Background: an optimization exercise with open tools, aiming at small area and a short achievable clock period. Do not read the settings as production practice. The RTL was checked by simulation tests, not by an equivalence proof against the original design.

==> flow/design.v, too long to show whole: its modules and the start of the top module <==
// module c_inv: 1 lines
// module c_nand2: 1 lines
// module c_nor2: 1 lines
// module c_aoi21: 3 lines
// module c_oai21: 3 lines
// module c_xor2: 1 lines
// module c_xnor2: 1 lines
// module c_fa: 4 lines
// module c_ha: 4 lines
// module mb_div: 40 lines
// module mbox: 604 lines
module mbox(clk, rst, op1, op2, mdsel, out);
  // ...
==> flow/run.sh <==
#!/bin/bash
# synth_recipe.tcl (not shown) runs the flow's synth.tcl, then flattens the netlist and writes it again
# the make line also repeats each setting of config.mk as NAME=value (left out here)
make -C /OpenROAD-flow-scripts/flow DESIGN_CONFIG=/design/flow/config.mk WORK_HOME=/design/flow/orfs CLKGATE_MAP_FILE= SYNTH_SCRIPT=/design/flow/synth_recipe.tcl finish
==> flow/config.mk <==
export PLATFORM = sky130hd
export DESIGN_NAME = mbox
export DESIGN_NICKNAME = mbox
export VERILOG_FILES = /design/flow/design.v
export SDC_FILE = /design/flow/constraint.sdc
export NUM_CORES = 4
export LEC_CHECK = 0
export ABC_AREA = 1
export CAP_MARGIN = 20
export CORE_MARGIN = 2
export CORE_UTILIZATION = 65
export SLEW_MARGIN = 20
export SYNTH_HIERARCHICAL = 1
export SYNTH_MINIMUM_KEEP_SIZE = 0
==> flow/constraint.sdc <==
create_clock -name core_clock -period 125.0 [get_ports {clk}]
set_input_delay 25.0000 -clock core_clock [delete_from_list [all_inputs] [get_ports {clk}]]
set_output_delay 25.0000 -clock core_clock [all_outputs]
set_load 0.01 [all_outputs]
==> flow_summary_export.csv, run 1 <==
group,metric,value,unit
layout,dominant_cells,"multi-input combinational cells",
run_status,status,"timing/DRC/antenna clean",
synth,synth_top_area_cell,"fa_1",
clocking,htreeDepth,2,
timing,grt_setup_unrepaired,"false",
layout,top_register,"out",
timing,slew_violations,0,
timing,setup_viol,0,
place,io_buffers,66,
clocking,post_cts_buffers,0,
grt,grtUsageMet2,0.6091,
layout,utilization,0.6962,
grt,grt_usage,0.3209,
setup_path,start_kind,"input port",
synth,yosys.area_share.simple,0.4071,
synth,synth.top_cells.by_area,"fa_1 (32%), nand2_1 (12%), nor2_1 (9.8%)",
synth,yosysSeqAreaShare,0.04630,
layout,multi_input_area_share,0.8105,
synth,synth.most_common_cell,"nand2_1",
layout,drive_gt1_frac,0.1402,
synth,synth_edf_count,0,
layout,multiInputGateArea,11830,sq um
timing,setup_tns,0,ns
setup_path,arrival,43.57,ns
route,top_layer,"met4",
layout,top_regs,"out: 32 flops",
grt,grt-ovfl-total,0,
route,m1WireLength,14.05,mm
clocking,cts.sinks,32,
hold_path,min_path_type,"input port to register",
route,vias,12168,
place,dp.cells,2193,
synth,synthAdderAreaFrac,0.3503,
setup_path,cpMostUsedCell,"nand3_2",
synth,synth_mux_area_frac,0,
synth,synth_area,13840,sq um
place,gp_congestion,0.9127,
==> inputs of run 2 (changes only) <==
==> flow/flow/run.sh (new file) <==
#!/bin/bash
# The standard layout, with plain buffers (buf_2) on the ports instead of the
# delay cell that buffer_ports picks by default. Every port still gets a buffer.
set -euo pipefail
export BUFFER_PORTS_ARGS="-buffer_cell sky130_fd_sc_hd__buf_2"
bash standard.sh > standard.log 2>&1
==> flow/standard.sh (new file) <==
#!/bin/bash
# synth_recipe.tcl (not shown) runs the flow's synth.tcl, then flattens the netlist and writes it again
# the make line also repeats each setting of config.mk as NAME=value (left out here)
make -C /OpenROAD-flow-scripts/flow DESIGN_CONFIG=/design/flow/config.mk WORK_HOME=/design/flow/orfs CLKGATE_MAP_FILE= SYNTH_SCRIPT=/design/flow/synth_recipe.tcl "${@:-finish}"
removed: flow/run.sh
==> run 2 against run 1 <==
Compared with the run above: synthesized area did not move; routed wire length fell by 0.66%; still clean; non-clock buffer count fell by 4; sequential share of layout area rose by 0.11 points; global-route usage rose by 0.64 points; flip-flop and latch count did not move; critical endpoint unchanged.
==> flow_summary_export.csv, run 2 <==
group,metric,value,unit
run_status,status,"timing/DRC/antenna clean",
floorplanning,io_pins,67,
hold_path,min_path_type,"input port to register",
clocking,post_cts_buffers,0,
timing,relSlewSlack,0.4453,
clocking,ctsResizeCount,0,
synth,yosysSeqAreaShare,0.04630,
clocking,cts.sinks,32,
layout,top_register,"out",
route,vias,12169,
route,wl_per_cell,15.79,microns
setup_path,crit_type,"input port to register",
synth,synth_cells,1889,
layout,nets,2209,
synth,synth.avg_cell_area,7.324,sq um
setup_path,critical_path_depth,185,
synth,synth.top_cells.by_area,"fa_1 (32%), nand2_1 (12%), nor2_1 (9.8%)",
timing,grt_setup_unrepaired,"false",
timing,setup_viol,0,
clocking,clock_path_buffers,2,
setup_path,worst_path_largest_cell_delay,0.63,ns
flow_run,max_cap_violations,0,
route,drt_wl_total,34.72,mm
setup_path,cp_max_fo,25,
synth,syn_nets,2177,
timing,hold_violations,0,
synth,yosysUniqueCellTypes,55,
setup_path,cpMostUsedCell,"nand3_2",
clocking,cts_hold_buf,0,
grt,grt_pass1_vias,12443,
grt,grt-ovfl-total,0,
floorplanning,dieArea,22470,sq um
setup_path,cpLargestDelayFamily,"simple AND/OR/NAND/NOR gates",
layout,top_regs,"out: 32 flops",
synth,synth_top_area_frac,0.3241,
floorplanning,row_count,53,
route,dr.pass1.iters,7,
layout,utilization,0.6793,
clocking,clkTransAtPathRegs,0.06,ns
layout,multiInputGateArea,11830,sq um
setup_path,crit_buf_inv,28,
synth,synth_top_area_cell,"fa_1",
timing,fin_crit_sh,0.3408,
grt,antenna_found_initial,2,
synth,yosysWarnings,14,
setup_path,cp_slowest_cell,"inv_1",
layout,mostFrequentLayoutCells,"nand2_1 (443), nor2_1 (360), fa_1 (224)",
layout,seq_area,640.6,sq um
route,drt-initial-drc-count,566,
timing,slew_violations,0,
grt,grt_pass1_wl,59.15,mm
timing,tightest_slew,0.8270,ns
clocking,root_buffer,"clkbuf_16",
timing,min_period,42.60,ns
place,dp_hpwl,28.19,mm
timing,fmax,23.48,MHz
synth,synth_edf_count,0,
route,viasPerCell,5.534,
place,gp_congestion,0.8986,
clocking,htreeDepth,2,
route,antenna_left,0,
hold_path,worstHoldPathCells,2,
floorplanning,die_h,149.9,microns
synth,synth_seq_cells,32,
setup_path,crit_required,125.18,ns
setup_path,start_kind,"input port",
route,drc,0,
clocking,cts_made_buffers,5,
timing,setup_tns,0,ns
layout,largest_reg_flops,32,
layout,n_fill_cell,1932,
grt,grt_usage,0.3273,
synth,synthArstFlopShare,0,
setup_path,arrival,42.78,ns
synth,synth_area,13840,sq um
synth,synth_ff_type,"dfxtp_1",
floorplanning,start_util,0.6603,
clocking,cts_tree,"done",
setup_path,endpoint_kind,"register",
layout,drive_gt1_frac,0.1722,
floorplanning,core,20960,sq um
grt,grt_start_max_net_pins,41,
place,io_buffers,66,
floorplanning,dieWidth,149.9,microns
synth,netlist_top_cells_count,"nand2_1 (443), nor2_1 (360), fa_1 (224)",
synth,synth.most_common_cell,"nand2_1",
layout,syn_to_final_growth,2.885,%
layout,layout_commonest_cell,"nand2_1",
[run 2: cell counts after synthesis]
Identical to the previous run, type by type.
[run 2: modules after synthesis, one instance, submodules excluded]
module	cell area, sq um	cells
c_ha	12.51	1
c_xor2	18.77	5
c_inv	3.754	1
mbox	1082	124
c_fa	20.02	1
c_nor2	3.754	1
mb_div	6807	1219
[run 2: final timing paths]
path    from  slack (ns)       to
min      rst       25.12  out[22]
max   op2[5]       82.40   out[0]
[run 2: area by class of cell]
type / count / share of cell area
multi-input combinational: 1587 / 0.8307
inverter: 221 / 0.06179
sequential: 32 / 0.04500
timing repair buffer: 74 / 0.02742
tap: 275 / 0.02417
clock buffer: 7 / 0.01002
clock inverter: 1 / 0.0005274
antenna: 2 / 0.0003516
[run 2: cells by family (layout without fill, tap and decap cells)]
| family | after synthesis | count (layout) | share of synthesized area |
|---|---|---|---|
| and+or+nand+nor | 1155 | 1155 | 0.4071 |
| buffers and inverters | 270 | 303 | 0.09902 |
| adders and majority gates | 253 | 253 | 0.3503 |
| xor gates and xnor gates | 96 | 96 | 0.06186 |
| AOI/OAI and AO/OA | 82 | 82 | 0.03509 |
| DFF | 32 | 32 | 0.04630 |
| other | 1 | 3 | 0.0002710 |
[run 2: routing by layer]
metal	wire [microns]	global-route usage
met1	14150	0.4003
met2	18290	0.6021
met3	1268	0.02591
met4	1009	0.1203
met5	0	0
[run 2: per-stage QoR]
stage	hold slack [ns]	instances	instance area (sq um)	worst slack (ns)
2_1_floorplan	25.16	1889	13840	85.40
3_3_place_gp	25.39	2189	14080	82.67
3_5_place_dp	25.40	2189	14080	82.25
4_1_cts	25.12	2197	14230	82.46
5_1_grt	25.14	2199	14230	80.34
6_report	25.12	2199	14230	82.40
==> inputs of run 3 (changes only) <==
==> flow/flow/run.sh (replaced) <==
#!/bin/bash
# The standard layout with two changes:
#  - synthesis maps the logic with ABC using flow/abc.script (a yosys tcl
#    wrapper swaps the script; the rest of the standard synthesis is unchanged);
#  - plain buffers (buf_2) on the ports instead of the delay cell that
#    buffer_ports picks by default. Every port still gets a buffer.
set -euo pipefail
W=$(pwd)
cat > "$W/my_synth.tcl" <<EOT
proc abc {args} {
  set i [lsearch -exact \$args -script]
  if { \$i >= 0 } { lset args [expr {\$i+1}] $W/flow/abc.script }
  yosys abc {*}\$args
}
source $W/synth_recipe.tcl
EOT
sed "s#$W/synth_recipe.tcl#$W/my_synth.tcl#g" standard.sh > my_standard.sh
grep -q my_synth.tcl my_standard.sh
export BUFFER_PORTS_ARGS="-buffer_cell sky130_fd_sc_hd__buf_2"
bash my_standard.sh > standard.log 2>&1
==> flow/flow/abc.script (new file) <==
strash
dc2
dch
map -B 0.9
topo
stime -c
==> run 3 against run 2 <==
Compared with the run above: fmax down 17%; non-clock buffer count down 5; hold slack worse by 0.044 ns; die area down 18%; via count down 12%; first-iteration DRC count down 4.9%; still clean.
==> flow_summary_export.csv, run 3 <==
group,metric,value,unit
synth,synth_edf_count,0,
layout,largest_reg_flops,32,
layout,diodes,0,
floorplanning,io_pins,67,
clocking,post_cts_buffers,0,
synth,synth_mux_area_frac,0,
route,drt_wl_total,28.82,mm
synth,synth_cells,1617,
grt,grt-ovfl-total,0,
timing,relSlewSlack,0.4737,
route,wl_per_cell,15.02,microns
route,vias,10734,
clocking,root_buffer,"clkbuf_16",
layout,drive_gt1_frac,0.04900,
floorplanning,dieWidth,136.0,microns
timing,grt_setup_unrepaired,"false",
setup_path,endpoint_kind,"register",
floorplanning,row_count,48,
timing,min_period,51.60,ns
clocking,clkTransAtPathRegs,0.06,ns
floorplanning,start_util,0.6591,
floorplanning,die_h,136.0,microns
synth,syn_nets,1905,
layout,syn_to_final_growth,7.261,%
floorplanning,core,17180,sq um
timing,fin_crit_sh,0.4128,
synth,netlist_top_cells_count,"nand2_1 (407), nor2_1 (343), fa_1 (224)",
synth,yosysSeqAreaShare,0.05659,
hold_path,min_path_type,"input port to register",
setup_path,arrival,51.77,ns
timing,worst_slack,73.40,ns
synth,synthAdderAreaFrac,0.4282,
route,drc,0,
synth,yosys.area_share.simple,0.3542,
grt,grt_pass1_vias,10677,
floorplanning,dieArea,18490,sq um
grt,antenna_found_initial,0,
timing,hold_violations,0,
place,gp_congestion,0.9409,
synth,synth.avg_cell_area,7.001,sq um
timing,tightest_slew,0.7846,ns
clocking,cts_made_buffers,5,
setup_path,crit_type,"input port to register",
flow_run,max_cap_violations,0,
synth,synth_top_area_frac,0.3961,
setup_path,crit_required,125.17,ns
setup_path,start_kind,"input port",
place,io_buffers,66,
setup_path,cp_slowest_cell,"a21oi_1",
timing,setup_viol,0,
setup_path,worst_path_largest_cell_delay,0.61,ns
grt,grt_pass1_wl,49.23,mm
clocking,cts_tree,"done",
route,antenna_left,0,
place,dp_hpwl,23.47,mm
layout,mostFrequentLayoutCells,"nand2_1 (407), nor2_1 (343), fa_1 (224)",
synth,synth.top_cells.by_area,"fa_1 (40%), nand2_1 (13%), nor2_1 (11%)",
place,pre_cts_ws,73.54,ns
timing,setup_tns,0,ns
synth,synth_top_area_cell,"fa_1",
clocking,cts_hold_buf,0,
layout,layout_commonest_cell,"nand2_1",
route,drt-initial-drc-count,538,
synth,synth_compound_area_frac,0.02918,
synth,yosysWarnings,14,
place,dp.cells,1910,
layout,finalNonFillerCells,1919,
layout,top_regs,"out: 32 flops",
route,dr.pass1.iters,5,
grt,grt_usage,0.3332,
synth,synth_top_family_by_area,"adder cells",
synth,synthArstFlopShare,0,
synth,synth.most_common_cell,"nand2_1",
clocking,htreeDepth,2,
synth,yosysUniqueCellTypes,20,
clocking,cts.sinks,32,
synth,synth_area,11320,sq um
synth,synth_ff_type,"dfxtp_1",
layout,top_register,"out",
clocking,ctsResizeCount,0,
timing,slew_violations,0,
timing,fmax,19.38,MHz
layout,nets,1981,
clocking,clock_path_buffers,2,
grt,grt_start_max_net_pins,33,
synth,synth_xor_xnor_area_share,0.06421,
route,viasPerCell,5.594,
synth,synth_seq_cells,32,
setup_path,cpMostUsedCell,"nand2_1",
place,placed_cell_area,11950,sq um
layout,fin_area,12140,sq um
setup_path,cp_max_fo,13,
run_status,status,"timing/DRC/antenna clean",
[run 3: layer usage]
metal,wire [microns],share of wire,track usage,up-vias
met1,11440,0.40,0.4119,5148
met4,965,0.033,0.1238,0
met2,14860,0.52,0.6047,316
li1,-,-,-,5186
met5,0,0,0,-
met3,1551,0.054,0.03281,84
[run 3: worst paths after layout]
check                   start      end  slack, ns  cells after the start
worst max-delay path  op2[15]   out[0]      73.40                    247
worst min-delay path      rst  out[24]      25.08                      2
[run 3: area by class of cell]
class | instances | area (sq um)
Clock inverter | 3 | 42.54
Clock buffer | 5 | 125.1
Sequential cell | 32 | 640.6
Timing Repair Buffer | 69 | 372.9
Fill cell | 1551 | 5034
Inverter | 203 | 762.0
Multi-Input combinational cell | 1382 | 9918
Tap cell | 225 | 281.5
[run 3: modules after synthesis (local to each module, per instance), a selection]
module / flip-flops and latches / cells / times used / cell area, sq um
c_inv: 0 / 1 / 32 / 3.754
mb_div: 0 / 955 / 1 / 4378
c_xor2: 0 / 5 / 1 / 18.77
mbox: 32 / 116 / 1 / 996.0
c_nor2: 0 / 1 / 256 / 3.754
c_ha: 0 / 1 / 29 / 12.51
[run 3: cell families after synthesis]
logic type      after synthesis
simple gates                985
fa+ha+maj                   253
buf+inv                     203
xor+xnor                     83
compound gates               60
flops                        32
other cells                   1
[run 3: critical path: cells and delay by family]
family | cells | cell delay (ns)
AO/OA/AOI/OAI | 4 | 1.05
XOR/XNOR | 11 | 1.97
buffers and inverters | 18 | 2.30
AND/OR/NAND/NOR | 214 | 21.45
[run 3: through the flow]
step	util	hold WS, ns
floorplan	-	25.07
global placement	0.6956	25.36
detailed placement	0.6956	25.36
CTS	0.7053	25.07
global route	0.7069	25.09
finish	0.7069	25.08
==> inputs of run 4 (changes only) <==
--- a/flow/flow/run.sh
+++ b/flow/flow/run.sh
@@ -16,5 +16,6 @@
 EOT
 sed "s#$W/synth_recipe.tcl#$W/my_synth.tcl#g" standard.sh > my_standard.sh
 grep -q my_synth.tcl my_standard.sh
+export SETUP_SLACK_MARGIN=87
 export BUFFER_PORTS_ARGS="-buffer_cell sky130_fd_sc_hd__buf_2"
 bash my_standard.sh > standard.log 2>&1
==> flow/flow/abc.script (replaced) <==
strash
dch
map
topo
stime -c
buffer -c
upsize -c
dnsize -c
==> run 4 against run 3 <==
Compared with the run above: first-iteration DRC count grew to 3.1 times the previous value; count of clock-buffer cells in the layout unchanged; flip-flop and latch count is the same; cell count rose by 21%; hold slack worse by 0.0062 ns; worst setup slack gained 7.8 ns.
==> flow_summary_export.csv, run 4 <==
group,metric,value,unit
setup_path,cp_slowest_cell,"a21oi_2",
grt,grt_start_max_net_pins,50,
place,gp_congestion,0.9138,
synth,synth_top_area_cell,"fa_1",
synth,yosysSeqAreaShare,0.04744,
layout,drive_gt1_frac,0.3094,
floorplanning,row_count,52,
setup_path,cp_max_fo,10,
layout,n_fill_cell,1232,
layout,syn_to_final_growth,25.57,%
route,drc,0,
setup_path,endpoint_kind,"register",
layout,seq_area,640.6,sq um
grt,grt_pass1_vias,14275,
layout,top_register,"out",
timing,grt_setup_unrepaired,"true",
route,drt-initial-drc-count,1663,
timing,hold_violations,0,
timing,setup_tns,0,ns
route,vias,14729,
synth,syn_nets,2103,
flow_run,max_cap_violations,0,
clocking,root_buffer,"clkbuf_16",
clocking,cts_made_buffers,5,
timing,relSlewSlack,0.1346,
setup_path,cpMostUsedCell,"nand3_2",
route,wl_per_cell,20.21,microns
timing,min_period,43.78,ns
route,viasPerCell,6.324,
floorplanning,start_util,0.6652,
timing,worst_slack,81.22,ns
clocking,cts_tree,"done",
grt,antenna_found_initial,0,
place,pre_cts_ws,82.03,ns
floorplanning,core,20300,sq um
synth,yosysWarnings,14,
synth,netlist_top_cells_count,"nand2_1 (373), nor2_1 (352), fa_1 (224)",
route,dr.pass1.iters,6,
layout,mostFrequentLayoutCells,"nand2_1 (346), nor2_1 (336), buf_4 (191)",
layout,largest_reg_flops,32,
synth,synth_cells,1815,
run_status,status,"timing/DRC/antenna clean",
setup_path,crit_required,125.21,ns
clocking,clock_path_buffers,2,
setup_path,worst_path_largest_cell_delay,0.45,ns
grt,grt_usage,0.3769,
synth,synth_edf_count,0,
timing,slew_violations,0,
grt,grt_pass1_wl,67.10,mm
floorplanning,dieWidth,148.1,microns
place,dp_hpwl,27.44,mm
place,io_buffers,66,
setup_path,crit_path_end,"out[0]",
route,drt_wl_total,47.06,mm
setup_path,setup.worst_path.start,"op2[15]",
clocking,clkTransAtPathRegs,0.07,ns
synth,synth.top_cells.by_area,"fa_1 (33%), nand2_1 (10%), nor2_1 (9.8%)",
timing,fin_crit_sh,0.3502,
clocking,cts.sinks,32,
timing,fmax,22.84,MHz
floorplanning,io_pins,67,
synth,synth_area,13500,sq um
layout,diodes,0,
synth,yosysUniqueCellTypes,71,
layout,nets,2346,
floorplanning,die_h,148.1,microns
timing,tightest_slew,1.297,ns
layout,layout_commonest_cell,"nand2_1",
layout,utilization,0.8354,
synth,synthArstFlopShare,0,
setup_path,arrival,43.98,ns
timing,setup_viol,0,
clocking,cts_hold_buf,0,
floorplanning,dieArea,21940,sq um
setup_path,start_kind,"input port",
layout,top_regs,"out: 32 flops",
synth,synth_seq_cells,32,
synth,synth.most_common_cell,"nand2_1",
route,antenna_left,0,
synth,synth.avg_cell_area,7.440,sq um
synth,synth_top_area_frac,0.3321,
layout,multiInputGateArea,12790,sq um
grt,grt-ovfl-total,0,
hold_path,min_path_type,"input port to register",
clocking,htreeDepth,2,
synth,synth_ff_type,"dfxtp_1",
setup_path,crit_type,"input port to register",
==> run 4: how the worst min path moves through the flow <==
stage	start	endpoint	slack, ns	cells past startpoint
3_5_place_dp	rst	out[30]	25.37	2
3_3_place_gp	rst	out[24]	25.37	2
2_1_floorplan	mdsel	out[16]	25.21	2
4_1_cts	rst	out[30]	25.08	2
6_report	rst	out[30]	25.07	2
5_1_grt	rst	out[30]	25.09	2
==> run 4: cell type report <==
type,count,share of cell area
inverter,193,0.04730
clock buffer,5,0.007378
multi-input combinational,1543,0.7542
timing repair buffer,283,0.1324
clock inverter,3,0.001107
sequential,32,0.03778
tap,270,0.01992
==> run 4: per-layer routing <==
| metal | GRT usage | part of all wire | vias up |
|---|---|---|---|
| li1 | - | - | 6234 |
| met1 | 0.4411 | 0.34 | 7045 |
| met2 | 0.6861 | 0.49 | 1047 |
| met3 | 0.04233 | 0.089 | 403 |
| met4 | 0.1890 | 0.085 | 0 |
| met5 | 0 | 0 | - |
==> run 4: repair_timing <==
item,CTS,global route
setup buffers,160,53
endpoints found under the setup margin,8,7
pin swaps,84,91
gates cloned,3,1
gates resized for setup,175,106
==> run 4: kinds of logic (layout without fill, tap and decap cells) <==
group	after synthesis	count (layout)	synth area share
AOI/OAI and AO/OA	178	178	0.09126
xor gates and xnor gates	110	110	0.07134
adders and majority gates	254	254	0.3597
buffers and inverters	241	484	0.08228
DFF	32	32	0.04744
other	1	1	0.0002777
and+or+nand+nor	999	1000	0.3477
==> run 4: worst max-delay path, delay by kind of cell <==
kind                   cells  cell delay, ns
buffers and inverters      4            0.38
XOR/XNOR                   1            0.19
AO/OA/AOI/OAI             36            6.49
AND/OR/NAND/NOR           96           11.86
==> run 4: Yosys stat by module (local to each module, per instance) <==
module  flops+latches  cells inside  cell area [sq um]
c_fa                0             1              20.02
c_xor2              0             3              16.27
c_nor2              0             1              3.754
c_ha                0             1              12.51
mbox               32           124               1115
mb_div              0          1147               6445
c_inv               0             1              3.754
==> run 4: per-stage QoR <==
stage               instances  hold WS [ns]  area, sq um
floorplan                1815         25.21        13580
CTS                      2275         25.08        16090
global placement         2104         25.37        13880
finish                   2329         25.07        16960
detailed placement       2104         25.37        13880
global route             2329         25.09        16960
==> inputs of run 5 (changes only) <==
--- a/flow/flow/run.sh
+++ b/flow/flow/run.sh
@@ -16,6 +16,6 @@
 EOT
 sed "s#$W/synth_recipe.tcl#$W/my_synth.tcl#g" standard.sh > my_standard.sh
 grep -q my_synth.tcl my_standard.sh
-export SETUP_SLACK_MARGIN=87
+export SETUP_SLACK_MARGIN=82
 export BUFFER_PORTS_ARGS="-buffer_cell sky130_fd_sc_hd__buf_2"
 bash my_standard.sh > standard.log 2>&1
==> run 5 against run 4 <==
Compared with the run above: largest cell class unchanged; synthesized cell count unchanged; synthesized area unchanged; global-route usage decreased by 5.3 points.
==> flow_summary_export.csv, run 5 <==
group,metric,value,unit
grt,grt-ovfl-total,0,
synth,synth_area,13500,sq um
route,wl_per_cell,16.49,microns
route,drt_wl_total,36.08,mm
synth,synth_seq_cells,32,
layout,top_regs,"out: 32 flops",
route,drc,0,
layout,n_fill_cell,1632,
synth,synth.top_cells.by_area,"fa_1 (33%), nand2_1 (10%), nor2_1 (9.8%)",
setup_path,endpoint_kind,"register",
layout,finalNonFillerCells,2188,
clocking,clock_path_buffers,2,
layout,utilization,0.7515,
grt,antenna_found_initial,0,
layout,nets,2205,
layout,top_register,"out",
synth,synth_xor_xnor_area_share,0.07134,
place,dp_hpwl,27.06,mm
floorplanning,dieArea,21940,sq um
clocking,root_buffer,"clkbuf_16",
timing,setup_tns,0,ns
timing,tightest_slew,0.8624,ns
route,viasPerCell,5.808,
floorplanning,start_util,0.6652,
synth,yosysUniqueCellTypes,71,
setup_path,start_kind,"input port",
grt,grt_pass1_vias,12386,
synth,synthArstFlopShare,0,
floorplanning,die_h,148.1,microns
setup_path,cp_slowest_cell,"nor4_4",
timing,slew_violations,0,
setup_path,cpMostUsedCell,"nand3_2",
clocking,htreeDepth,2,
place,gp_congestion,0.8830,
place,dp.cells,2105,
layout,syn_to_final_growth,12.96,%
setup_path,crit_required,125.16,ns
grt,grt_pass1_wl,58.28,mm
synth,netlist_top_cells_count,"nand2_1 (373), nor2_1 (352), fa_1 (224)",
timing,fin_crit_sh,0.3374,
timing,grt_setup_unrepaired,"true",
route,vias,12707,
timing,relSlewSlack,0.4251,
synth,synth.avg_cell_area,7.440,sq um
clocking,cts_tree,"done",
floorplanning,io_pins,67,
route,drt-initial-drc-count,863,
route,antenna_left,0,
floorplanning,dieWidth,148.1,microns
synth,synthAdderAreaFrac,0.3597,
layout,drive_gt1_frac,0.2065,
floorplanning,core,20300,sq um
timing,setup_viol,0,
setup_path,cp_max_fo,8,
timing,worst_hold_slack,25.08,ns
setup_path,worst_path_largest_cell_delay,0.33,ns
floorplanning,row_count,52,
synth,synth.most_common_cell,"nand2_1",
synth,yosys.area_share.simple,0.3477,
synth,synth_top_area_cell,"fa_1",
synth,yosysSeqAreaShare,0.04744,
timing,fmax,23.71,MHz
layout,diodes,0,
synth,synth_compound_area_frac,0.09126,
clocking,cts.sinks,32,
synth,synth_cells,1815,
grt,grt_start_max_net_pins,50,
clocking,cts_made_buffers,5,
layout,layout_commonest_cell,"nand2_1",
place,io_buffers,66,
synth,synth_mux_area_frac,0,
clocking,cts_hold_buf,0,
timing,min_period,42.17,ns
setup_path,crit_type,"input port to register",
synth,synth_ff_type,"dfxtp_1",
route,dr.pass1.iters,5,
synth,yosysWarnings,14,
synth,synth_top_area_frac,0.3321,
setup_path,arrival,42.33,ns
layout,mostFrequentLayoutCells,"nand2_1 (351), nor2_1 (346), fa_1 (224)",
grt,grt_usage,0.3239,
hold_path,min_path_type,"input port to register",
layout,largest_reg_flops,32,
run_status,status,"timing/DRC/antenna clean",
clocking,clkTransAtPathRegs,0.07,ns
synth,syn_nets,2103,
synth,synth_edf_count,0,
timing,hold_violations,0,
synth,synth_top_family_by_area,"adder cells",
flow_run,max_cap_violations,0,
## run 5: critical path, delay by kind of cell
family | cells | cell delay, ns
buf+inv | 6 | 0.67
simple gates | 96 | 10.42
compound gates | 37 | 5.70
xor+xnor | 2 | 0.48
## run 5: per-module statistics from Yosys (local to each module, per instance)
module / cells inside / flip-flops and latches
mbox: 124 / 32
c_inv: 1 / 0
c_fa: 1 / 0
c_ha: 1 / 0
c_nor2: 1 / 0
mb_div: 1147 / 0
c_xor2: 3 / 0
## run 5: stage by stage
step / worst slack, ns / cell area (sq um)
after floorplan: 85.63 / 13500
after global placement: 82.98 / 13810
after detailed placement: 82.28 / 13810
after CTS: 82.52 / 13960
after global routing: 81.39 / 15250
final: 82.83 / 15250
## run 5: cell families after synthesis
kind of cell             count (synthesis)
XOR/XNOR                               110
AND/OR/NAND/NOR                        999
other                                    1
AO/OA/AOI/OAI                          178
buffers and inverters                  241
flip-flops                              32
adder cells (fa/ha/maj)                254
## run 5: per-layer routing
| metal | wire length (microns) | up-vias | part of all wire | GRT usage |
|---|---|---|---|---|
| met5 | 0 | - | 0 | 0 |
| met4 | 1093 | 0 | 0.030 | 0.09857 |
| met3 | 1876 | 96 | 0.052 | 0.02055 |
| met2 | 19360 | 396 | 0.54 | 0.6083 |
| met1 | 13740 | 6273 | 0.38 | 0.4000 |
| li1 | - | 5942 | - | - |
## run 5: layout make-up
class / count / area (sq um) / share of cell area
clock buffers: 5 / 125.1 / 0.008202
clock inverters: 3 / 18.77 / 0.001230
inverters: 193 / 763.2 / 0.05003
multi-input cells: 1544 / 12440 / 0.8155
flip-flops and latches: 32 / 640.6 / 0.04199
well taps: 270 / 337.8 / 0.02215
repair buffers: 141 / 928.4 / 0.06086
## run 5: worst paths after layout
| kind | start | end | slack (ns) | cells after the start |
|---|---|---|---|---|
| setup / recovery | op2[14] | out[0] | 82.83 | 141 |
| hold / removal | rst | out[16] | 25.08 | 2 |
## run 5: timing repair
action                                  CTS  global route
gates resized for setup                   0           142
buffers inserted                          0            73
endpoints found under the setup margin    0             2
endpoints found under the hold margin     0             0
==> inputs of run 6 (changes only) <==
--- a/flow/flow/run.sh
+++ b/flow/flow/run.sh
@@ -16,6 +16,5 @@
 EOT
 sed "s#$W/synth_recipe.tcl#$W/my_synth.tcl#g" standard.sh > my_standard.sh
 grep -q my_synth.tcl my_standard.sh
-export SETUP_SLACK_MARGIN=82
 export BUFFER_PORTS_ARGS="-buffer_cell sky130_fd_sc_hd__buf_2"
 bash my_standard.sh > standard.log 2>&1
--- a/flow/config.mk
+++ b/flow/config.mk
@@ -8,7 +8,8 @@
 export ABC_AREA = 1
 export CAP_MARGIN = 20
 export CORE_MARGIN = 2
-export CORE_UTILIZATION = 65
+export CORE_UTILIZATION = 80
+export PLACE_DENSITY = 0.85
 export SLEW_MARGIN = 20
 export SYNTH_HIERARCHICAL = 1
 export SYNTH_MINIMUM_KEEP_SIZE = 0
==> run 6 against run 5 <==
Compared with the run above: flip-flop and latch count is the same; count of clock-buffer cells in the layout is the same; global-route usage up 9.6 points.
==> flow_summary_export.csv, run 6 <==
group,metric,value,unit
clocking,cts_tree,"done",
synth,synthArstFlopShare,0,
floorplanning,die_h,133.9,microns
clocking,cts_hold_buf,0,
timing,fmax,23.20,MHz
route,antenna_left,0,
synth,synth_ff_type,"dfxtp_1",
route,viasPerCell,6.267,
synth,netlist_top_cells_count,"nand2_1 (373), nor2_1 (352), fa_1 (224)",
flow_run,max_cap_violations,0,
synth,synth_top_area_frac,0.3321,
synth,synth.most_common_cell,"nand2_1",
grt,grt_usage,0.4199,
synth,synth_cells,1815,
floorplanning,dieArea,17940,sq um
layout,top_register,"out",
clocking,root_buffer,"clkbuf_16",
timing,setup_viol,0,
route,vias,12928,
floorplanning,io_pins,67,
grt,grtUsageMet2,0.7601,
layout,mostFrequentLayoutCells,"nand2_1 (373), nor2_1 (352), fa_1 (224)",
run_status,status,"timing/DRC/antenna clean",
clocking,htreeDepth,2,
floorplanning,row_count,47,
synth,syn_nets,2103,
setup_path,crit_required,125.14,ns
floorplanning,core,16520,sq um
grt,antenna_found_initial,0,
layout,top_regs,"out: 32 flops",
clocking,ctsResizeCount,0,
floorplanning,dieWidth,133.9,microns
setup_path,cp_max_fo,30,
setup_path,endpoint_kind,"register",
synth,synth.avg_cell_area,7.440,sq um
grt,grt_start_max_net_pins,50,
place,io_buffers,66,
timing,min_period,43.10,ns
setup_path,start_kind,"input port",
layout,fin_area,13920,sq um
setup_path,crit_path_end,"out[0]",
hold_path,min_path_type,"input port to register",
route,dr.pass1.iters,7,
setup_path,setup.worst_path.start,"op2[0]",
synth,synth_area,13500,sq um
timing,worst_slack,81.90,ns
clocking,cts_made_buffers,5,
timing,relSlewSlack,0.4501,
setup_path,worst_path_largest_cell_delay,0.74,ns
grt,globalRoute.busiestLayer,"met2",
clocking,clkTransAtPathRegs,0.06,ns
clocking,cts.sinks,32,
setup_path,crit_type,"input port to register",
layout,nets,2130,
synth,yosysSeqAreaShare,0.04744,
timing,grt_setup_unrepaired,"false",
clocking,post_cts_buffers,0,
floorplanning,start_util,0.8172,
timing,slew_violations,0,
setup_path,arrival,43.24,ns
layout,drive_gt1_frac,0.1237,
place,pre_cts_ws,82.01,ns
setup_path,cpMostUsedCell,"nand3_2",
layout,syn_to_final_growth,3.058,%
layout,diodes,0,
synth,synth.top_cells.by_area,"fa_1 (33%), nand2_1 (10%), nor2_1 (9.8%)",
synth,synth_seq_cells,32,
timing,fin_crit_sh,0.3448,
setup_path,cp_slowest_cell,"clkinv_1",
timing,tightest_slew,0.8240,ns
synth,yosysWarnings,14,
synth,synth_top_area_cell,"fa_1",
synth,synth_edf_count,0,
place,gp_congestion,0.9161,
route,wl_per_cell,17.87,microns
layout,largest_reg_flops,32,
place,dp_hpwl,29.20,mm
grt,grt-ovfl-total,0,
route,drt-initial-drc-count,1211,
route,drt_wl_total,36.86,mm
place,placed_cell_area,13750,sq um
layout,layout_commonest_cell,"nand2_1",
clocking,clock_path_buffers,2,
route,drc,0,
hold_path,worstHoldPathCells,2,
synth,yosysUniqueCellTypes,71,
grt,grtUsageMet1,0.4735,
grt,grt_pass1_wl,60.47,mm
grt,grt_util_met3,0.05329,
timing,setup_tns,0,ns
timing,hold_violations,0,
grt,grt_pass1_vias,13287,
[run 6: cell types whose count changed in the layout (fill, tap and decap cells not counted), sizes merged]
cell      delta
buf         -73
o21a         -1
clkinv       -3
bufinv       +1
clkinvlp     -3
inv          +5
nand3        -1
[run 6: layout make-up]
cell class / count / area [sq um]
Inverter: 193 / 735.7
Clock buffer: 5 / 125.1
Multi-Input combinational cell: 1542 / 11750
Tap cell: 220 / 275.3
Clock inverter: 3 / 42.54
Sequential cell: 32 / 640.6
Timing Repair Buffer: 68 / 345.3
Fill cell: 1107 / 2608
[run 6: logic make-up (layout without fill, tap and decap cells)]
group,Yosys count,in the layout,synth area share
AO/OA/AOI/OAI,178,178,0.09126
flip-flops,32,32,0.04744
adder cells (fa/ha/maj),254,254,0.3597
buffers and inverters,241,269,0.08228
AND/OR/NAND/NOR,999,999,0.3477
XOR/XNOR,110,110,0.07134
other,1,1,0.0002777
[run 6: worst min path at each step]
stage               startpoint      end  slack, ns
floorplan                mdsel  out[16]      25.21
global placement           rst  out[24]      25.37
detailed placement         rst  out[21]      25.39
CTS                        rst  out[28]      25.09
global route               rst  out[28]      25.11
finish                     rst  out[29]      25.09
[run 6: modules after synthesis, one instance, submodules excluded]
module / area, sq um / copies in the design
c_fa: 20.02 / 224
mbox: 1115 / 1
c_xor2: 16.27 / 1
c_inv: 3.754 / 32
c_ha: 12.51 / 29
c_nor2: 3.754 / 256
mb_div: 6445 / 1
[run 6: layer usage]
| layer | wire (microns) | vias up |
|---|---|---|
| met2 | 19100 | 729 |
| met5 | 0 | - |
| li1 | - | 5804 |
| met4 | 2204 | 0 |
| met1 | 12810 | 6137 |
| met3 | 2751 | 258 |
[run 6: through the flow]
stage          cells  hold slack [ns]  utilization
6_report        2063            25.09       0.8422
2_1_floorplan   1815            25.21            -
4_1_cts         2063            25.09       0.8422
3_5_place_dp    2055            25.39       0.8321
5_1_grt         2063            25.11       0.8422
3_3_place_gp    2055            25.37       0.8321
[run 6: critical path, delay by kind of cell]
kind | cells | cell delay [ns]
xor gates and xnor gates | 4 | 0.95
buffers and inverters | 6 | 1.55
AOI/OAI and AO/OA | 26 | 4.62
and+or+nand+nor | 100 | 11.04
==> inputs of run 7 (changes only) <==
--- a/flow/config.mk
+++ b/flow/config.mk
@@ -8,8 +8,8 @@
 export ABC_AREA = 1
 export CAP_MARGIN = 20
 export CORE_MARGIN = 2
-export CORE_UTILIZATION = 80
-export PLACE_DENSITY = 0.85
+export CORE_UTILIZATION = 65
+export GPL_TIMING_DRIVEN = 0
 export SLEW_MARGIN = 20
 export SYNTH_HIERARCHICAL = 1
 export SYNTH_MINIMUM_KEEP_SIZE = 0
==> run 7 against run 6 <==
Compared with the run above: still clean; cell count rose by 4.7%; hold slack got worse by 0.11 ns; via count fell by 5.9%; fmax rose by 2.2%.
==> flow_summary_export.csv, run 7 <==
group,metric,value,unit
run_status,status,"timing/DRC/antenna clean",
synth,syn_nets,2103,
timing,slew_violations,0,
clocking,cts_made_buffers,5,
layout,nets,2175,
synth,synth_top_area_frac,0.3321,
setup_path,crit_path_end,"out[0]",
synth,yosysSeqAreaShare,0.04744,
synth,yosysWarnings,14,
setup_path,cpLargestDelayFamily,"simple AND/OR/NAND/NOR gates",
setup_path,crit_required,125.19,ns
place,dp_hpwl,28.09,mm
clocking,post_cts_buffers,0,
setup_path,cp_slowest_cell,"nor4_4",
clocking,cts_tree,"done",
clocking,root_buffer,"clkbuf_16",
setup_path,crit_type,"input port to register",
layout,drive_gt1_frac,0.1430,
timing,fmax,23.72,MHz
route,wl_per_cell,15.67,microns
synth,synth_seq_cells,32,
synth,synth.top_cells.by_area,"fa_1 (33%), nand2_1 (10%), nor2_1 (9.8%)",
grt,grt_start_max_net_pins,17,
hold_path,min_from,"rst",
floorplanning,row_count,52,
place,gp_congestion,0.8960,
setup_path,worst_path_largest_cell_delay,0.34,ns
grt,grt_usage,0.3220,
flow_run,max_cap_violations,0,
layout,top_regs,"out: 32 flops",
layout,seq_area,640.6,sq um
floorplanning,dieWidth,148.1,microns
clocking,clock_path_buffers,2,
synth,netlist_top_cells_count,"nand2_1 (373), nor2_1 (352), fa_1 (224)",
timing,relSlewSlack,0.5492,
place,placed_cell_area,14170,sq um
layout,mostFrequentLayoutCells,"nand2_1 (373), nor2_1 (352), fa_1 (224)",
setup_path,crit_buf_inv,6,
route,viasPerCell,5.635,
floorplanning,core,20300,sq um
timing,setup_tns,0,ns
setup_path,cpMostUsedCell,"nand3_2",
timing,grt_setup_unrepaired,"false",
layout,fin_area,14310,sq um
grt,antenna_found_initial,0,
layout,syn_to_final_growth,5.994,%
setup_path,critical_path_depth,135,
floorplanning,io_pins,67,
floorplanning,dieArea,21940,sq um
route,drt-initial-drc-count,508,
layout,finalNonFillerCells,2159,
layout,top_register,"out",
clocking,ctsResizeCount,0,
route,vias,12165,
layout,layout_commonest_cell,"nand2_1",
clocking,cts.sinks,32,
clocking,htreeDepth,2,
grt,grt-ovfl-total,0,
clocking,cts_hold_buf,0,
grt,grt_pass1_wl,57.81,mm
route,antenna_left,0,
synth,yosysUniqueCellTypes,71,
place,io_buffers,65,
setup_path,cp_max_fo,10,
layout,largest_reg_flops,32,
grt,grt_pass1_vias,12416,
timing,fin_crit_sh,0.3372,
timing,min_period,42.15,ns
timing,hold_violations,0,
layout,multiInputGateArea,11750,sq um
synth,synth_ff_type,"dfxtp_1",
layout,n_fill_cell,1766,
hold_path,min_path_type,"input port to register",
synth,synth_top_area_cell,"fa_1",
synth,synth.most_common_cell,"nand2_1",
synth,synthArstFlopShare,0,
route,drt_wl_total,33.82,mm
timing,setup_viol,0,
synth,synth_cells,1815,
route,dr.pass1.iters,5,
synth,synth.avg_cell_area,7.440,sq um
setup_path,arrival,42.35,ns
synth,synth_area,13500,sq um
floorplanning,start_util,0.6652,
place,dp.cells,2150,
setup_path,setup.worst_path.start,"op2[12]",
synth,synth_edf_count,0,
floorplanning,die_h,148.1,microns
clocking,clkTransAtPathRegs,0.07,ns
setup_path,start_kind,"input port",
route,drc,0,
timing,tightest_slew,0.6754,ns
setup_path,endpoint_kind,"register",
## run 7: cell counts after synthesis
No cell type changed its count.
## run 7: cells by family after synthesis
family | share of synthesized area
AO/OA/AOI/OAI | 0.09126
XOR/XNOR | 0.07134
adder cells (fa/ha/maj) | 0.3597
buffers and inverters | 0.08228
flip-flops | 0.04744
other | 0.0002777
AND/OR/NAND/NOR | 0.3477
## run 7: metal layers
layer | part of all wire | wire length, microns | GRT usage | up-vias
met5 | 0 | 0 | 0 | -
met4 | 0.031 | 1032 | 0.1133 | 0
met3 | 0.038 | 1292 | 0.02914 | 68
met2 | 0.52 | 17520 | 0.5954 | 283
met1 | 0.41 | 13970 | 0.3938 | 5922
li1 | - | - | - | 5892
## run 7: Yosys stat by module (local to each module, per instance)
| module | cell area [sq um] | cells inside | copies in the design | flops+latches |
|---|---|---|---|---|
| c_fa | 20.02 | 1 | 224 | 0 |
| c_ha | 12.51 | 1 | 29 | 0 |
| c_inv | 3.754 | 1 | 32 | 0 |
| c_nor2 | 3.754 | 1 | 256 | 0 |
| c_xor2 | 16.27 | 3 | 1 | 0 |
| mb_div | 6445 | 1147 | 1 | 0 |
| mbox | 1115 | 124 | 1 | 32 |
## run 7: per-stage QoR
| stage | setup slack, ns | hold WS [ns] | utilization |
|---|---|---|---|
| final | 82.85 | 24.98 | 0.7051 |
| after global routing | 80.99 | 25.00 | 0.7050 |
| after CTS | 83.03 | 24.97 | 0.7050 |
| after detailed placement | 82.72 | 25.28 | 0.6979 |
| after global placement | 83.21 | 25.28 | 0.6979 |
| after floorplan | 85.63 | 25.21 | - |
## run 7: final cells by class
| type | instances | share of cell area |
|---|---|---|
| diodes | 1 | 0.0001748 |
| plain buffers | 48 | 0.02622 |
| clock buffers | 5 | 0.008741 |
| clock inverters | 3 | 0.001311 |
| inverters | 193 | 0.05140 |
| multi-input cells | 1542 | 0.8211 |
| flip-flops and latches | 32 | 0.04476 |
| well taps | 270 | 0.02360 |
| repair buffers | 65 | 0.02273 |
## run 7: how the worst min path moves through the flow
stage	depth (start not counted)	endpoint	slack, ns
5_1_grt	2	out[18]	25.00
3_3_place_gp	2	out[17]	25.28
3_5_place_dp	2	out[31]	25.28
2_1_floorplan	2	out[16]	25.21
6_report	2	out[18]	24.98
4_1_cts	2	out[16]	24.97
==> inputs of run 8 (changes only) <==
--- a/flow/config.mk
+++ b/flow/config.mk
@@ -9,7 +9,6 @@
 export CAP_MARGIN = 20
 export CORE_MARGIN = 2
 export CORE_UTILIZATION = 65
-export GPL_TIMING_DRIVEN = 0
 export SLEW_MARGIN = 20
 export SYNTH_HIERARCHICAL = 1
 export SYNTH_MINIMUM_KEEP_SIZE = 0
==> run 8 against run 7 <==
Compared with the run above: still clean; routed wire length is 0.76% lower; global-route usage rose by 0.19 points; count of clock-buffer cells in the layout did not move; first-iteration DRC count rose by 41%; core utilization shrank 1.8 points; die area stayed put; synthesized cell count unchanged; non-clock buffer count is 45 lower; sequential share of layout area rose by 0.11 points; synthesized area is the same.
==> flow_summary_export.csv, run 8 <==
group,metric,value,unit
synth,synth_xor_xnor_area_share,0.07134,
timing,worst_hold_slack,25.08,ns
timing,relSlewSlack,0.4536,
clocking,clkTransAtPathRegs,0.07,ns
hold_path,min_from,"rst",
setup_path,start_kind,"input port",
route,wl_per_cell,15.88,microns
layout,finalNonFillerCells,2113,
place,placed_cell_area,13810,sq um
synth,synth_top_area_cell,"fa_1",
clocking,cts_made_buffers,5,
clocking,cts_hold_buf,0,
place,io_buffers,66,
timing,tightest_slew,0.8196,ns
layout,largest_reg_flops,32,
synth,synthAdderAreaFrac,0.3597,
place,dp.cells,2105,
place,pre_cts_ws,82.28,ns
layout,utilization,0.6875,
timing,worst_slack,82.28,ns
route,dr.pass1.iters,5,
synth,synth.avg_cell_area,7.440,sq um
hold_path,min_path_type,"input port to register",
grt,grt_pass1_vias,12386,
timing,hold_violations,0,
synth,yosysUniqueCellTypes,71,
synth,synthArstFlopShare,0,
setup_path,cpMostUsedCell,"nand3_2",
timing,fmax,23.41,MHz
place,gp_congestion,0.8830,
synth,synth_compound_area_frac,0.09126,
floorplanning,io_pins,67,
clocking,cts_tree,"done",
floorplanning,dieArea,21940,sq um
synth,synth_top_area_frac,0.3321,
run_status,status,"timing/DRC/antenna clean",
layout,fin_area,13960,sq um
route,viasPerCell,5.735,
clocking,clock_path_buffers,2,
timing,setup_viol,0,
timing,setup_tns,0,ns
synth,synth_ff_type,"dfxtp_1",
clocking,root_buffer,"clkbuf_16",
flow_run,max_cap_violations,0,
timing,min_period,42.72,ns
grt,grt_usage,0.3239,
floorplanning,dieWidth,148.1,microns
grt,grt_pass1_wl,58.28,mm
setup_path,arrival,42.88,ns
route,drt-initial-drc-count,714,
synth,synth_cells,1815,
floorplanning,row_count,52,
floorplanning,die_h,148.1,microns
synth,yosysWarnings,14,
route,drt_wl_total,33.56,mm
clocking,post_cts_buffers,0,
layout,top_register,"out",
floorplanning,core,20300,sq um
layout,diodes,0,
floorplanning,start_util,0.6652,
setup_path,crit_required,125.16,ns
synth,synth_area,13500,sq um
timing,slew_violations,0,
synth,synth_mux_area_frac,0,
layout,mostFrequentLayoutCells,"nand2_1 (373), nor2_1 (352), fa_1 (224)",
synth,synth.most_common_cell,"nand2_1",
layout,top_regs,"out: 32 flops",
synth,synth_seq_cells,32,
synth,syn_nets,2103,
clocking,cts.sinks,32,
layout,n_fill_cell,1863,
synth,synth.top_cells.by_area,"fa_1 (33%), nand2_1 (10%), nor2_1 (9.8%)",
synth,synth_top_family_by_area,"adder cells",
place,dp_hpwl,27.06,mm
clocking,ctsResizeCount,0,
timing,grt_setup_unrepaired,"false",
clocking,htreeDepth,2,
setup_path,cp_slowest_cell,"clkinv_1",
setup_path,crit_type,"input port to register",
synth,yosysSeqAreaShare,0.04744,
synth,yosys.area_share.simple,0.3477,
grt,grt_start_max_net_pins,50,
synth,netlist_top_cells_count,"nand2_1 (373), nor2_1 (352), fa_1 (224)",
grt,antenna_found_initial,0,
setup_path,cp_max_fo,30,
hold_path,worstHoldPathCells,2,
route,antenna_left,0,
layout,syn_to_final_growth,3.345,%
route,drc,0,
layout,layout_commonest_cell,"nand2_1",
hold_path,hold_end,"out[16]",
layout,nets,2130,
route,vias,12119,
layout,drive_gt1_frac,0.1237,
synth,synth_edf_count,0,
grt,grt-ovfl-total,0,
setup_path,worst_path_largest_cell_delay,0.77,ns
setup_path,endpoint_kind,"register",
timing,fin_crit_sh,0.3418,
[run 8: cell counts after synthesis]
Identical to the previous run, type by type.
[run 8: worst max-delay path by stage]
| stage | start | to | slack [ns] | cells after the start |
|---|---|---|---|---|
| after global placement | op2[0] | out[0] | 82.98 | 134 |
| after detailed placement | op2[0] | out[0] | 82.28 | 139 |
| after floorplan | op2[12] | out[0] | 85.63 | 131 |
| final | op2[0] | out[0] | 82.28 | 138 |
| after CTS | op2[0] | out[0] | 82.52 | 139 |
| after global routing | op2[0] | out[0] | 80.10 | 138 |
[run 8: area by class of cell]
type | instances | area (sq um) | area share
clock buffers | 5 | 125.1 | 0.008965
clock inverters | 3 | 18.77 | 0.001345
inverters | 193 | 735.7 | 0.05272
multi-input cells | 1542 | 11750 | 0.8421
flip-flops and latches | 32 | 640.6 | 0.04590
well taps | 270 | 337.8 | 0.02421
repair buffers | 68 | 345.3 | 0.02474
[run 8: per-module statistics from Yosys (local to each module, per instance)]
module | flip-flops and latches | cells inside | copies in the design | area (sq um)
c_fa | 0 | 1 | 224 | 20.02
c_xor2 | 0 | 3 | 1 | 16.27
mbox | 32 | 124 | 1 | 1115
c_nor2 | 0 | 1 | 256 | 3.754
c_ha | 0 | 1 | 29 | 12.51
mb_div | 0 | 1147 | 1 | 6445
c_inv | 0 | 1 | 32 | 3.754
[run 8: logic make-up (layout without fill, tap and decap cells)]
| kind of cell | after synthesis | after routing |
|---|---|---|
| AO/OA/AOI/OAI | 178 | 178 |
| XOR/XNOR | 110 | 110 |
| adder cells (fa/ha/maj) | 254 | 254 |
| buffers and inverters | 241 | 269 |
| flip-flops | 32 | 32 |
| other | 1 | 1 |
| AND/OR/NAND/NOR | 999 | 999 |
[run 8: critical path: cells and delay by family]
family	cells	cell delay [ns]
AOI/OAI and AO/OA	32	5.25
and+or+nand+nor	99	10.30
buffers and inverters	4	1.43
xor gates and xnor gates	3	0.84
[run 8: routing by layer]
layer | track usage | share of wire | up-vias
met5 | 0 | 0 | -
met4 | 0.09857 | 0.026 | 0
met3 | 0.02055 | 0.041 | 62
met2 | 0.6083 | 0.53 | 288
met1 | 0.4000 | 0.40 | 5976
li1 | - | - | 5793
==> inputs of run 9 (changes only) <==
==> flow/flow/abc.script (replaced) <==
strash
dch
map -D 16000
topo
stime -c
buffer -c
upsize -c -D 16000
dnsize -c -D 16000
==> run 9 against run 8 <==
Compared with the run above: die area is 4.3% lower; fmax is 4.2% lower; sequential share of layout area grew 0.16 points; cell count decreased by 3.1%; flip-flop and latch count is the same; synthesized cell count down 3.5%; largest cell class unchanged; highest routed layer unchanged.
==> flow_summary_export.csv, run 9 <==
group,metric,value,unit
clocking,cts_made_buffers,5,
floorplanning,start_util,0.6635,
synth,synth.most_common_cell,"nand2_1",
grt,grt_usage,0.3316,
synth,yosysUniqueCellTypes,66,
synth,yosysWarnings,14,
layout,largest_reg_flops,32,
route,dr.pass1.iters,5,
synth,synth_area,12910,sq um
hold_path,min_path_type,"input port to register",
timing,min_period,44.61,ns
route,viasPerCell,5.725,
layout,top_regs,"out: 32 flops",
layout,nets,2070,
setup_path,cp_max_fo,17,
timing,hold_violations,0,
layout,diodes,0,
grt,grt_util_met3,0.02201,
layout,layout_commonest_cell,"nand2_1",
synth,synth_top_area_frac,0.3473,
floorplanning,dieWidth,144.9,microns
grt,grt_pass1_vias,12208,
route,wl_per_cell,16.15,microns
synth,synth_edf_count,0,
synth,synth.top_cells.by_area,"fa_1 (35%), nand2_1 (12%), nor2_1 (11%)",
timing,grt_setup_unrepaired,"false",
grt,grtUsageMet1,0.4117,
clocking,htreeDepth,2,
setup_path,start_kind,"input port",
grt,globalRoute.busiestLayer,"met2",
layout,mostFrequentLayoutCells,"nand2_1 (399), nor2_1 (368), fa_1 (224)",
floorplanning,row_count,51,
route,vias,11724,
route,drt-initial-drc-count,646,
floorplanning,core,19460,sq um
synth,synthArstFlopShare,0,
grt,grt_start_max_net_pins,35,
place,gp_congestion,0.8740,
timing,setup_tns,0,ns
layout,syn_to_final_growth,4.535,%
synth,synth_seq_cells,32,
setup_path,arrival,44.80,ns
timing,worst_slack,80.39,ns
place,dp_hpwl,26.60,mm
timing,tightest_slew,0.6876,ns
setup_path,cpMostUsedCell,"nand3_2",
clocking,cts_tree,"done",
floorplanning,io_pins,67,
setup_path,crit_required,125.19,ns
setup_path,crit_type,"input port to register",
clocking,clkTransAtPathRegs,0.08,ns
clocking,cts_hold_buf,0,
place,io_buffers,66,
timing,setup_viol,0,
clocking,clock_path_buffers,2,
synth,yosysSeqAreaShare,0.04961,
run_status,status,"timing/DRC/antenna clean",
layout,drive_gt1_frac,0.1161,
flow_run,max_cap_violations,0,
timing,slew_violations,0,
route,drc,0,
grt,grt_pass1_wl,57.98,mm
route,drt_wl_total,33.07,mm
grt,antenna_found_initial,0,
clocking,cts.sinks,32,
synth,synth_top_area_cell,"fa_1",
hold_path,worstHoldPathCells,2,
setup_path,endpoint_kind,"register",
route,antenna_left,0,
floorplanning,die_h,144.9,microns
place,pre_cts_ws,80.33,ns
synth,netlist_top_cells_count,"nand2_1 (399), nor2_1 (368), fa_1 (224)",
timing,fin_crit_sh,0.3569,
grt,grtUsageMet2,0.6129,
setup_path,cp_slowest_cell,"nor2_2",
synth,synth_ff_type,"dfxtp_1",
clocking,post_cts_buffers,0,
synth,synth.avg_cell_area,7.374,sq um
hold_path,min_from,"rst",
clocking,root_buffer,"clkbuf_16",
synth,synth_cells,1751,
timing,relSlewSlack,0.5411,
hold_path,hold_end,"out[19]",
setup_path,worst_path_largest_cell_delay,0.37,ns
floorplanning,dieArea,21010,sq um
clocking,ctsResizeCount,0,
layout,n_fill_cell,1736,
layout,top_register,"out",
timing,fmax,22.42,MHz
grt,grt-ovfl-total,0,
synth,syn_nets,2039,
[run 9: changes by cell type after synthesis, moves of 12 or more]
cell / delta
inv_1: -26
nand2_1: +26
a21oi_1: -24
nand3_1: -19
nand2b_1: -18
nor2_1: +16
clkbuf_1: +12
[run 9: layout make-up]
class                   count  area, sq um  share of cell area
multi-input cells        1511        11410              0.8453
flip-flops and latches     32        640.6             0.04746
inverters                 161        604.3             0.04477
repair buffers             71        367.9             0.02725
well taps                 265        331.6             0.02456
clock buffers               5        125.1            0.009270
clock inverters             3        18.77            0.001390
[run 9: cells by family after synthesis]
logic type / after synthesis / share of synthesized area
buffers and inverters: 208 / 0.06676
other: 1 / 0.0002904
AOI/OAI and AO/OA: 162 / 0.08750
DFF: 32 / 0.04961
adders and majority gates: 253 / 0.3754
and+or+nand+nor: 981 / 0.3431
xor gates and xnor gates: 114 / 0.07733
[run 9: how the worst max path moves through the flow]
stage          slack, ns  endpoint  cells after the start  startpoint
6_report           80.39    out[0]                    165     op2[15]
5_1_grt            78.11    out[0]                    165     op2[15]
4_1_cts            80.66    out[0]                    164     op2[15]
3_5_place_dp       80.33    out[0]                    164     op2[15]
3_3_place_gp       81.16    out[0]                    166     op2[15]
2_1_floorplan      83.79    out[0]                    162     op2[15]
[run 9: per-layer routing]
| metal | share of wire | routed length [microns] |
|---|---|---|
| met5 | 0 | 0 |
| met2 | 0.52 | 17250 |
| met4 | 0.033 | 1082 |
| met1 | 0.41 | 13440 |
| met3 | 0.039 | 1294 |
[run 9: through the flow]
| stage | util | std cells | area, sq um | hold slack (ns) |
|---|---|---|---|---|
| final | 0.6935 | 2048 | 13500 | 25.08 |
| after global routing | 0.6935 | 2048 | 13500 | 25.11 |
| after CTS | 0.6935 | 2048 | 13500 | 25.08 |
| after detailed placement | 0.6861 | 2040 | 13350 | 25.38 |
| after global placement | 0.6861 | 2040 | 13350 | 25.37 |
| after floorplan | - | 1751 | 12910 | 25.18 |
[run 9: per-module statistics from Yosys, one instance, submodules excluded]
module	cells	copies in the design	cell area, sq um
c_fa	1	224	20.02
c_ha	1	29	12.51
c_inv	1	32	3.754
c_nor2	1	256	3.754
c_xor2	1	1	8.758
mb_div	1085	1	5949
mbox	124	1	1026
[run 9: worst max-delay path: cells and delay by family]
| kind | cells | cell delay [ns] |
|---|---|---|
| buffers and inverters | 10 | 1.31 |
| and+or+nand+nor | 110 | 11.06 |
| AOI/OAI and AO/OA | 41 | 6.23 |
| xor gates and xnor gates | 4 | 1.06 |
==> inputs of run 10 (changes only) <==
==> flow/flow/abc.script (replaced) <==
strash
dch
map -D 15000
topo
stime -c
upsize -c -D 15000
dnsize -c -D 15000
==> run 10 against run 9 <==
Compared with the run above: fmax grew 3.1%; count of clock-buffer cells in the layout did not move; worst setup slack improved by 1.3 ns; synthesized area shrank 0.62%; first-iteration DRC count rose by 6.0%; core utilization is 1.3 points higher; non-clock buffer count fell by 2; cell count grew 1.6%; largest cell class unchanged.
==> flow_summary_export.csv, run 10 <==
group,metric,value,unit
setup_path,worst_path_largest_cell_delay,0.40,ns
clocking,clock_path_buffers,2,
timing,slew_violations,0,
synth,synthArstFlopShare,0,
synth,synth_area,12830,sq um
route,antenna_left,0,
layout,top_register,"out",
flow_run,max_cap_violations,0,
clocking,root_buffer,"clkbuf_16",
grt,grt_pass1_wl,55.10,mm
synth,netlist_top_cells_count,"nor2_1 (379), nand2_1 (368), fa_1 (224)",
grt,grt_start_max_net_pins,35,
synth,synth_top_family_by_area,"adder cells",
setup_path,cpMostUsedCell,"nand3_2",
synth,synth_ff_type,"dfxtp_1",
grt,grt_usage,0.3325,
floorplanning,core,19400,sq um
hold_path,min_path_type,"input port to register",
route,drc,0,
synth,yosysSeqAreaShare,0.04992,
clocking,clkTransAtPathRegs,0.06,ns
place,gp_congestion,0.9253,
synth,synth_cells,1737,
synth,synth_compound_area_frac,0.08883,
route,viasPerCell,5.739,
route,vias,11937,
run_status,status,"timing/DRC/antenna clean",
timing,fin_crit_sh,0.3463,
clocking,post_cts_buffers,0,
synth,yosysWarnings,14,
synth,synth_top_area_cell,"fa_1",
place,pre_cts_ws,81.61,ns
setup_path,crit_required,125.17,ns
layout,largest_reg_flops,32,
floorplanning,die_h,144.5,microns
grt,antenna_found_initial,0,
timing,fmax,23.10,MHz
synth,synth.most_common_cell,"nor2_1",
clocking,cts_tree,"done",
synth,synth_mux_area_frac,0,
timing,setup_viol,0,
floorplanning,start_util,0.6615,
place,dp_hpwl,26.57,mm
timing,tightest_slew,0.7674,ns
synth,synth.avg_cell_area,7.388,sq um
timing,min_period,43.29,ns
grt,grt-ovfl-total,0,
route,wl_per_cell,15.87,microns
layout,nets,2101,
floorplanning,io_pins,67,
timing,hold_violations,0,
synth,syn_nets,2025,
route,dr.pass1.iters,6,
timing,relSlewSlack,0.4884,
clocking,cts.sinks,32,
synth,synth_edf_count,0,
setup_path,start_kind,"input port",
route,drt-initial-drc-count,685,
layout,drive_gt1_frac,0.1268,
synth,synth.top_cells.by_area,"fa_1 (35%), nor2_1 (11%), nand2_1 (11%)",
place,io_buffers,66,
setup_path,crit_type,"input port to register",
layout,layout_commonest_cell,"nor2_1",
floorplanning,row_count,51,
floorplanning,dieArea,20880,sq um
clocking,ctsResizeCount,0,
synth,synthAdderAreaFrac,0.3777,
synth,synth_xor_xnor_area_share,0.07089,
synth,yosysUniqueCellTypes,61,
setup_path,cp_slowest_cell,"xnor2_1",
synth,synth_seq_cells,32,
timing,setup_tns,0,ns
floorplanning,dieWidth,144.5,microns
clocking,htreeDepth,2,
clocking,cts_hold_buf,0,
setup_path,endpoint_kind,"register",
timing,worst_slack,81.71,ns
route,drt_wl_total,33.01,mm
setup_path,cp_max_fo,13,
timing,grt_setup_unrepaired,"false",
layout,mostFrequentLayoutCells,"nor2_1 (379), nand2_1 (368), fa_1 (224)",
layout,utilization,0.7066,
setup_path,arrival,43.45,ns
clocking,cts_made_buffers,5,
synth,synth_top_area_frac,0.3495,
grt,grt_pass1_vias,11824,
synth,yosys.area_share.simple,0.3620,
layout,top_regs,"out: 32 flops",
layout,syn_to_final_growth,6.816,%
-- run 10: cell types whose count changed after synthesis, moves of 11 or more --
cell,change
clkinv_1,+106
a21oi_1,+14
buf_2,-25
clkbuf_1,-13
nand2_1,-31
inv_1,-105
nand3_1,+21
nor2_1,+11
-- run 10: path summary, 6_finish.rpt --
path	startpoint	to	cells after the start
min	rst	out[30]	2
max	op2[15]	out[0]	151
-- run 10: worst max-delay path: cells and delay by family --
family / cells / cell delay (ns)
compound gates: 32 / 5.03
xor+xnor: 4 / 1.14
buf+inv: 4 / 0.41
simple gates: 111 / 11.81
-- run 10: per-layer routing --
metal	vias to the layer above	wire, microns	track usage
met3	83	1637	0.02483
met2	332	17030	0.6044
met4	0	1107	0.1313
met1	5795	13230	0.4119
li1	5727	-	-
met5	-	0	0
-- run 10: Yosys stat by module (local to each module, per instance), excerpt --
module  area (sq um)  flops+latches  times used
c_inv          3.754              0          32
c_nor2         3.754              0         256
c_ha           12.51              0          29
mb_div          5899              0           1
c_fa           20.02              0         224
mbox           996.0             32           1
-- run 10: cell type report --
class | count | area, sq um
multi-input cells | 1537 | 11550
fillers | 1744 | 5692
inverters | 168 | 645.6
flip-flops and latches | 32 | 640.6
repair buffers | 69 | 372.9
well taps | 265 | 331.6
clock buffers | 5 | 125.1
clock inverters | 3 | 42.54
diodes | 1 | 2.502
-- run 10: cells by family (layout without fill, tap and decap cells) --
logic type      count (synthesis)  count (layout)
buf+inv                       168             245
fa+ha+maj                     253             253
flops                          32              32
compound gates                167             167
xor+xnor                      103             103
simple gates                 1013            1013
other cells                     1               2
-- run 10: stage by stage --
step                      area (sq um)  hold WS (ns)  std cells
after floorplan                  12830         25.07       1737
after global routing             13700         25.09       2079
final                            13710         25.06       2080
after detailed placement         13540         25.36       2071
after CTS                        13700         25.06       2079
after global placement           13510         25.36       2070

==> separate check: timing with driven ports <==
Ports are ideal in the flow. The routed layouts listed here were re-timed in OpenROAD.
Step 1, drivers: a clkbuf_16 drives clk and a buf_2 each remaining input, both assumed.
Step 2 adds t to the input delays and takes it off the output delays; t is the mean of the earliest and latest rising clock arrival at the registers after step 1. Input paths then give back, and output paths get back, about the clock's delay inside the block.
Slacks: ideal / step 1 / step 2; pairs: ideal / step 1.
run | shift t [ns] | slack for setup (ns) | hold WS [ns] | worst setup path at the end
run 1 | 0.332 | 81.615 / 81.610 / 81.278 | 25.467 / 25.455 / 25.756 | input to register
run 2 | 0.327 | 82.403 / 82.423 / 82.096 | 25.120 / 25.102 / 25.412 | input to register
run 3 | 0.325 | 73.401 / 73.413 / 73.088 | 25.076 / 25.062 / 25.387 | input to register
run 4 | 0.332 | 81.225 / 81.225 / 80.894 | 25.070 / 25.059 / 25.391 | input to register
run 5 | 0.331 | 82.831 / 82.817 / 82.486 | 25.080 / 25.068 / 25.399 | input to register
run 6 | 0.326 | 81.900 / 81.906 / 81.580 | 25.091 / 25.083 / 25.408 | input to register
run 7 | 0.330 | 82.848 / 82.863 / 82.533 | 24.979 / 24.969 / 25.299 | input to register
run 8 | 0.330 | 82.277 / 82.287 / 81.957 | 25.079 / 25.067 / 25.396 | input to register
run 9 | 0.330 | 80.388 / 80.400 / 80.070 | 25.082 / 25.071 / 25.400 | input to register
run 10 | 0.332 | 81.714 / 81.735 / 81.403 | 25.065 / 25.045 / 25.376 | input to register
After both steps setup and hold are still met in every run listed. The setup slack of run 5, which loses most, moves by -0.014 ns with the drivers and by -0.345 ns with both steps.
